Context: an optimization exercise on an open-source flow, tuned for small area. The choices shown serve that exercise and are no tape-out recipe. Function was checked by simulation only, so behaviour that the tests miss may differ from the original. The clock port is modelled as an ideal driver; clocking choices that lean on that would not hold on a real chip. Power is estimated from default activity; no workload was simulated.

Design top, start of the top module:
module top(
    input clk,
    input rst,
    output [8:0] RAM_address,
    output [7:0] RAM_data_in,
    input  [7:0] RAM_data_out,
    output RAM_rw
);
Size: ~460 cells after synthesis, about 170 flip-flops, roughly 28 I/O pins, about 4900 µm² of cells after synthesis.
==> flow/config.mk <==
export PLATFORM = sky130hd
export DESIGN_NAME = top
export DESIGN_NICKNAME = top
export VERILOG_FILES = /design/flow/design.v
export SDC_FILE = /design/flow/constraint.sdc
export NUM_CORES = 4
export LEC_CHECK = 0
export ABC_AREA = 1
export CAP_MARGIN = 20
export CORE_MARGIN = 2
export CORE_UTILIZATION = 55
export PLACE_DENSITY = 0.85
export SLEW_MARGIN = 20
==> flow/constraint.sdc <==
create_clock -name core_clock -period 5.0 [get_ports {clk}]
set_input_delay 1.0000 -clock core_clock [delete_from_list [all_inputs] [get_ports {clk}]]
set_output_delay 1.0000 -clock core_clock [all_outputs]
set_load 0.01 [all_outputs]
standard.sh (not shown) runs the stock make flow with config.mk's settings and CLKGATE_MAP_FILE= SYNTH_SCRIPT=/design/flow/synth_recipe.tcl, a recipe that flattens the netlist after the stock synthesis.
==> flow/flow/run.sh <==
#!/bin/bash
# The standard layout (standard.sh) with these changes:
#  - synthesis maps the logic with the area-oriented ABC script in
#    flow/abc_area.script and without the full-adder extraction (same
#    Yosys passes otherwise, same registers and names);
#  - each port gets the smallest buffer (buf_1);
#  - the clock tree is built from clkbuf_8 without dummy loads, and right
#    after it is built each clock buffer is swapped for the smallest clock
#    buffer that keeps every flip-flop clock pin's slew under a margin
#    (flow/clkbuf_downsize.tcl).
# The ORFS logs of every step stay under orfs/logs; make's output goes to
# standard.log here.
set -e
rm -rf scripts_area
cp -r "$FLOW_HOME/scripts" scripts_area
cp flow/abc_area.script scripts_area/abc_area.script
cp flow/clkbuf_downsize.tcl scripts_area/clkbuf_downsize.tcl
sed -i 's|^log_cmd clock_tree_synthesis {\*}\$cts_args$|&\nsource $::env(SCRIPTS_DIR)/clkbuf_downsize.tcl|' scripts_area/cts.tcl
grep -q clkbuf_downsize scripts_area/cts.tcl
export SCRIPTS_DIR="$PWD/scripts_area"
export ADDER_MAP_FILE=
export BUFFER_PORTS_ARGS="-buffer_cell sky130_fd_sc_hd__buf_1"
export CTS_ARGS="-sink_clustering_enable -repair_clock_nets -dont_use_dummy_load -buf_list sky130_fd_sc_hd__clkbuf_8"
bash standard.sh > standard.log 2>&1
==> flow/flow/abc_area.script <==
strash
ifraig
scorr
dc2
dc2
strash
dch -f
amap -F 3 -A 8
Other scripts of this flow, unchanged in this note and not shown: flow/flow/clkbuf_downsize.tcl
==> next run, changes <==
- GPL_TIMING_DRIVEN: not set -> 0
Effect:
- The new run completed without violations
- total power goes down by 1.9%
- final area goes down by 0.72%
- setup slack got worse by 120 ps
==> next run, changes <==
==> flow/flow/abc_area.script (replaced) <==
strash
ifraig
scorr
dc2
strash
dch -f
amap
- GPL_TIMING_DRIVEN: 0 -> not set
- The new run went through all stages and came out clean
- clock-buffer cell count stays the same
- via count came out higher by about 1.2%
- synthesized area came out higher by 0.38%
- maximum frequency came out higher by 3.3%
- worst setup slack improved by 150 ps
- wire length came out higher by about 3.3%
- design area came out higher by 0.86%
- die area came out higher by about 0.37%
- sequential cell count does not change
- worst hold slack improved by 3.9 ps

* * *

top, a different RTL version from the one above (not shown whole).
Size in the first run: about 470 cells after synthesis, roughly 170 flip-flops, about 5000 sq um of cells after synthesis.
==> flow/config.mk <==
export PLATFORM = sky130hd
export DESIGN_NAME = top
export DESIGN_NICKNAME = top
export VERILOG_FILES = /design/flow/design.v
export SDC_FILE = /design/flow/constraint.sdc
export NUM_CORES = 4
export LEC_CHECK = 0
export ABC_AREA = 1
export CAP_MARGIN = 20
export CORE_MARGIN = 2
export CORE_UTILIZATION = 60
export SLEW_MARGIN = 20
==> flow/constraint.sdc <==
create_clock -name core_clock -period 5.0 [get_ports {clk}]
set_input_delay 1.0000 -clock core_clock [delete_from_list [all_inputs] [get_ports {clk}]]
set_output_delay 1.0000 -clock core_clock [all_outputs]
set_load 0.01 [all_outputs]
==> flow/flow/abc_area.script <==
strash
ifraig
scorr
dc2
strash
dch -f
amap
==> flow/flow/clkbuf_downsize.tcl <==
proc clkds_worst_slew {} {
  set worst 0
  foreach pin [get_pins -hierarchical */CLK] {
    set s [get_property $pin slew_max]
    if { $s > $worst } { set worst $s }
  }
  return $worst
}
proc clkds_net_slew { net } {
  set worst 0
  foreach it [$net getITerms] {
    if { [[$it getMTerm] getName] == "CLK" } {
      set s [get_property [get_pins [$it getName]] slew_max]
      if { $s > $worst } { set worst $s }
    }
  }
  return $worst
}
set clkds_lim 0.105
estimate_parasitics -placement
set clkds_start [clkds_worst_slew]
puts "clkbuf_downsize: worst flip-flop clock slew before: $clkds_start"
foreach clkds_inst [[ord::get_db_block] getInsts] {
  set clkds_master [[$clkds_inst getMaster] getName]
  if { ![string match sky130_fd_sc_hd__clkbuf_* $clkds_master] } { continue }
  set clkds_name [$clkds_inst getName]
  set clkds_net [[$clkds_inst findITerm X] getNet]
  set clkds_leaf 0
  foreach clkds_it [$clkds_net getITerms] {
    if { [[$clkds_it getMTerm] getName] == "CLK" } { set clkds_leaf 1 }
  }
  if { $clkds_leaf } {
    set clkds_cands {sky130_fd_sc_hd__clkbuf_4}
  } else {
    set clkds_cands {sky130_fd_sc_hd__clkbuf_2 sky130_fd_sc_hd__clkbuf_4}
  }
  foreach clkds_cand $clkds_cands {
    if { $clkds_cand == $clkds_master } { break }
    replace_cell [get_cells $clkds_name] $clkds_cand
    estimate_parasitics -placement
    set clkds_ok 1
    if { $clkds_leaf && [clkds_net_slew $clkds_net] > $clkds_lim } { set clkds_ok 0 }
    if { [clkds_worst_slew] > [expr { max($clkds_lim, $clkds_start) }] } { set clkds_ok 0 }
    if { $clkds_ok } {
      puts "clkbuf_downsize: $clkds_name $clkds_master -> $clkds_cand"
      break
    }
    replace_cell [get_cells $clkds_name] $clkds_master
    estimate_parasitics -placement
  }
}
puts "clkbuf_downsize: worst flip-flop clock slew after: [clkds_worst_slew]"
Scripts as last shown in full above: flow/flow/run.sh
Then changed:
- CORE_UTILIZATION: 60 -> 55
- PLACE_DENSITY: unset -> 0.85
Sequential power stays flat.
Clock power rises by 6.9%.
Via count falls by 4.1%.
Final area is about the same.
Power rises by about 1.8%.
Register-to-register slack improved by 0.22 ns.
Sequential share of layout area stays flat.
Worst hold slack got worse by 0.011 ns.

port drivers added, routing unchanged:
The flow's constraints put no driver on any port. The routed layouts listed below were extracted and timed again, unchanged, in two steps. Step 1 (the two cells are an assumption about what drives the block):
set clk [get_ports {clk}]
set_driving_cell -lib_cell sky130_fd_sc_hd__clkbuf_16 $clk
set_driving_cell -lib_cell sky130_fd_sc_hd__buf_2 [delete_from_list [all_inputs] $clk]
Step 2 times the ports against the registers' clock, not the clock port: input delays grow and output delays shrink by t, the midpoint of the rising clock arrivals with the driver on. Three values: ideal, step 1, step 2; two values: the first two.
| run | t (ns) | setup slack, ns | clock arrival spread, ns | worst register clock-pin slew, ns | cell pins on the clock port's net |
|---|---|---|---|---|---|
| the first run of note 1 | 0.435 | 0.431 / 0.431 / 0.431 | 0.030 / 0.030 | 0.10 / 0.10 | 1 |
| the second run of note 1 | 0.536 | 0.313 / 0.313 / 0.313 | 0.030 / 0.029 | 0.11 / 0.11 | 1 |
| the third run of note 1 | 0.558 | 0.463 / 0.463 / 0.463 | 0.036 / 0.037 | 0.11 / 0.11 | 1 |
| the first run of note 2 | 0.538 | 0.407 / 0.407 / 0.407 | 0.030 / 0.029 | 0.10 / 0.10 | 1 |
| the second run of note 2 | 0.696 | 0.629 / 0.629 / 0.629 | 0.041 / 0.041 | 0.10 / 0.10 | 1 |
After both steps setup and hold are still met in every run listed.
